Background: an optimization exercise with open tools, aiming at small area and a short achievable clock period. Do not read the settings as production practice. In this exercise RTL edits were held to simulation tests only and were not proved equivalent to the original.

## v18
==> flow/design.v (excerpt) <==
module pmp (
    input  logic                 clock, reset, wr_en,
    input  logic          [1:0]  oper, size, priv_mode,
    input  logic unsigned [31:0] addr, rw_addr,
    input  logic          [31:0] wdata,
    output logic          [31:0] rdata,
    output logic          [1:0]  permission
);
    logic [3:0][31:0]  pmpcfg;
    logic [15:0][31:0] pmpaddr;
    logic        csr_hi, is_cfg, is_addr, m0, wr_ok, rd_ok;
    logic [31:0] wd;
    assign csr_hi  = (rw_addr[31:6] == 26'hE);                                
    assign is_addr = csr_hi && (rw_addr[5:4] == 2'b11);                       
    assign is_cfg  = csr_hi && (rw_addr[5:4] == 2'b10) && (rw_addr[3:2] == 2'b00);  
    assign m0      = (priv_mode == 2'b00);
    assign wr_ok   = wr_en && m0;
    assign rd_ok   = !wr_en && m0;
    assign wd      = reset ? 32'b0 : wdata;
    always_ff @(posedge clock) begin
        for (int k = 0; k < 4; k++)
            if (reset || (wr_ok && is_cfg && rw_addr[1:0] == k &&
                          !(pmpcfg[k][7] || pmpcfg[k][15] || pmpcfg[k][23] || pmpcfg[k][31])))
  ...
==> flow/config.mk <==
export PLATFORM = sky130hd
export DESIGN_NAME = pmp
export DESIGN_NICKNAME = pmp
export VERILOG_FILES = /design/flow/design.v
export SDC_FILE = /design/flow/constraint.sdc
export NUM_CORES = 4
export LEC_CHECK = 0
export CAP_MARGIN = 40
export CORE_MARGIN = 2
export CORE_UTILIZATION = 40
export PLACE_DENSITY = 0.55
export SLEW_MARGIN = 40
==> flow/constraint.sdc <==
create_clock -name core_clock -period 18.0 [get_ports {clock}]
set_input_delay 3.6000 -clock core_clock [delete_from_list [all_inputs] [get_ports {clock}]]
set_output_delay 3.6000 -clock core_clock [all_outputs]
set_load 0.01 [all_outputs]
standard.sh (not shown) runs the stock make flow with config.mk's settings and CLKGATE_MAP_FILE= SYNTH_SCRIPT=/design/flow/synth_recipe.tcl, a recipe that flattens the netlist after the stock synthesis.
==> flow/flow/run.sh <==
#!/bin/bash
# Own flow: the standard layout (standard.sh), with one change to synthesis:
# ABC maps for area ("&nf -R 1000", keeping the balanced structure the RTL describes) instead of
# the delay script, and adders are left to ABC instead of being extracted into
# half/full-adder cells. Everything else (floorplan, power grid, placement,
# CTS, routing) is the standard flow, with repair_timing asked for more slack.
set -euo pipefail
W=$PWD
S=$W/scripts_area
rm -rf "$S"
cp -r "$FLOW_HOME/scripts" "$S"
cp "$W/flow/abc_area_map.script" "$S/abc_speed.script"
sed -i 's/^  extract_fa {\*}\[dont_use_extract_fa_args\]$/  # extract_fa skipped by this flow/' "$S/synth.tcl"
grep -q "extract_fa skipped by this flow" "$S/synth.tcl"
# repair_timing aims for 6 ns of setup slack (the 18 ns clock and the SDC are unchanged);
# every port still gets its own buffer, a buf_2 instead of the default delay buffer
bash standard.sh finish SCRIPTS_DIR="$S" SETUP_SLACK_MARGIN=6 \
    BUFFER_PORTS_ARGS="-buffer_cell sky130_fd_sc_hd__buf_2" > "$W/standard_flow.log" 2>&1
==> flow/flow/abc_area_map.script <==
strash
&get -n
&nf -R 1000
&put
topo
The following lists how v53 was set up differently from v18:
--- a/flow/flow/run.sh
+++ b/flow/flow/run.sh
@@ -2,3 +2,3 @@
 # Own flow: the standard layout (standard.sh), with one change to synthesis:
-# ABC maps for area ("&nf -R 1000", keeping the balanced structure the RTL describes) instead of
+# ABC maps for area ("map -a", keeping the balanced structure the RTL describes) instead of
 # the delay script, and adders are left to ABC instead of being extracted into
==> flow/flow/abc_area_map.script <==
strash
map -a
topo
==> results.txt <==
- Taking v18 as the reference, in v53 total via count after detailed routing rose by 8726, cell count along the critical path fell by about 8%.
- Headroom to the max-slew limit (lower): v53
- Density: v53 sparser than v18
- addr[14] as the launching element of the worst setup path was reported by v53, and size[1] by v18.
- When v53 is set beside v18, its global-route usage turns out to be 5.3 points larger.
The inputs of v15 differ from those of v53 as listed below.
- changing CAP_MARGIN from 40 to 20
- changing SLEW_MARGIN from 40 to 20
--- a/flow/flow/run.sh
+++ b/flow/flow/run.sh
@@ -14,5 +14,5 @@
 grep -q "extract_fa skipped by this flow" "$S/synth.tcl"
-# repair_timing aims for 6 ns of setup slack (the 18 ns clock and the SDC are unchanged);
+# repair_timing aims for 7 ns of setup slack (the 18 ns clock and the SDC are unchanged);
 # every port still gets its own buffer, a buf_2 instead of the default delay buffer
-bash standard.sh finish SCRIPTS_DIR="$S" SETUP_SLACK_MARGIN=6 \
+bash standard.sh finish SCRIPTS_DIR="$S" SETUP_SLACK_MARGIN=7 \
     BUFFER_PORTS_ARGS="-buffer_cell sky130_fd_sc_hd__buf_2" > "$W/standard_flow.log" 2>&1
Findings:
All-layer global routing usage delta for v15 relative to v53: 2.6 points lower. v15 vs v53: final area up by a few percent. Global routing usage on met3, v15 and v53, higher one = v53. Portion of the clock cycle consumed by the worst path in the final layout, v15 and v53: lower on v15. Between v15 and v53, average vias per placed instance is higher for v53, v15 comes in under that. On setup slack, v53 loses to v15.

==> re-timing with driven ports <==
Ports are ideal in the flow. The routed layouts listed here were re-timed in OpenROAD. Step 1 (the two cells are an assumption about what drives the block):
set clk [get_ports {clock}]
set_driving_cell -lib_cell sky130_fd_sc_hd__clkbuf_16 $clk
set_driving_cell -lib_cell sky130_fd_sc_hd__buf_2 [delete_from_list [all_inputs] $clk]
Step 2 also shifts input and output timing later by t, the mid clock arrival at the registers, as if the neighbouring blocks saw the same clock. Slacks: ideal / step 1 / step 2; pairs: ideal / step 1.
run	t, ns	setup WS [ns]	worst hold slack (ns)	worst data-port slew with drivers (ns)	cell pins on the clock port's net
v18	0.818	5.811 / 5.627 / 5.627	1.040 / 1.040 / 1.040	0.44	1
v53	0.877	5.829 / 5.804 / 5.804	0.836 / 0.836 / 0.836	0.13	1
v15	0.845	6.244 / 6.166 / 6.166	0.894 / 0.894 / 0.894	0.21	1
After both steps setup and hold are still met in every run listed. For v18, which loses most, drivers alone change the setup slack by -0.184 ns; drivers and shift together by -0.184 ns.
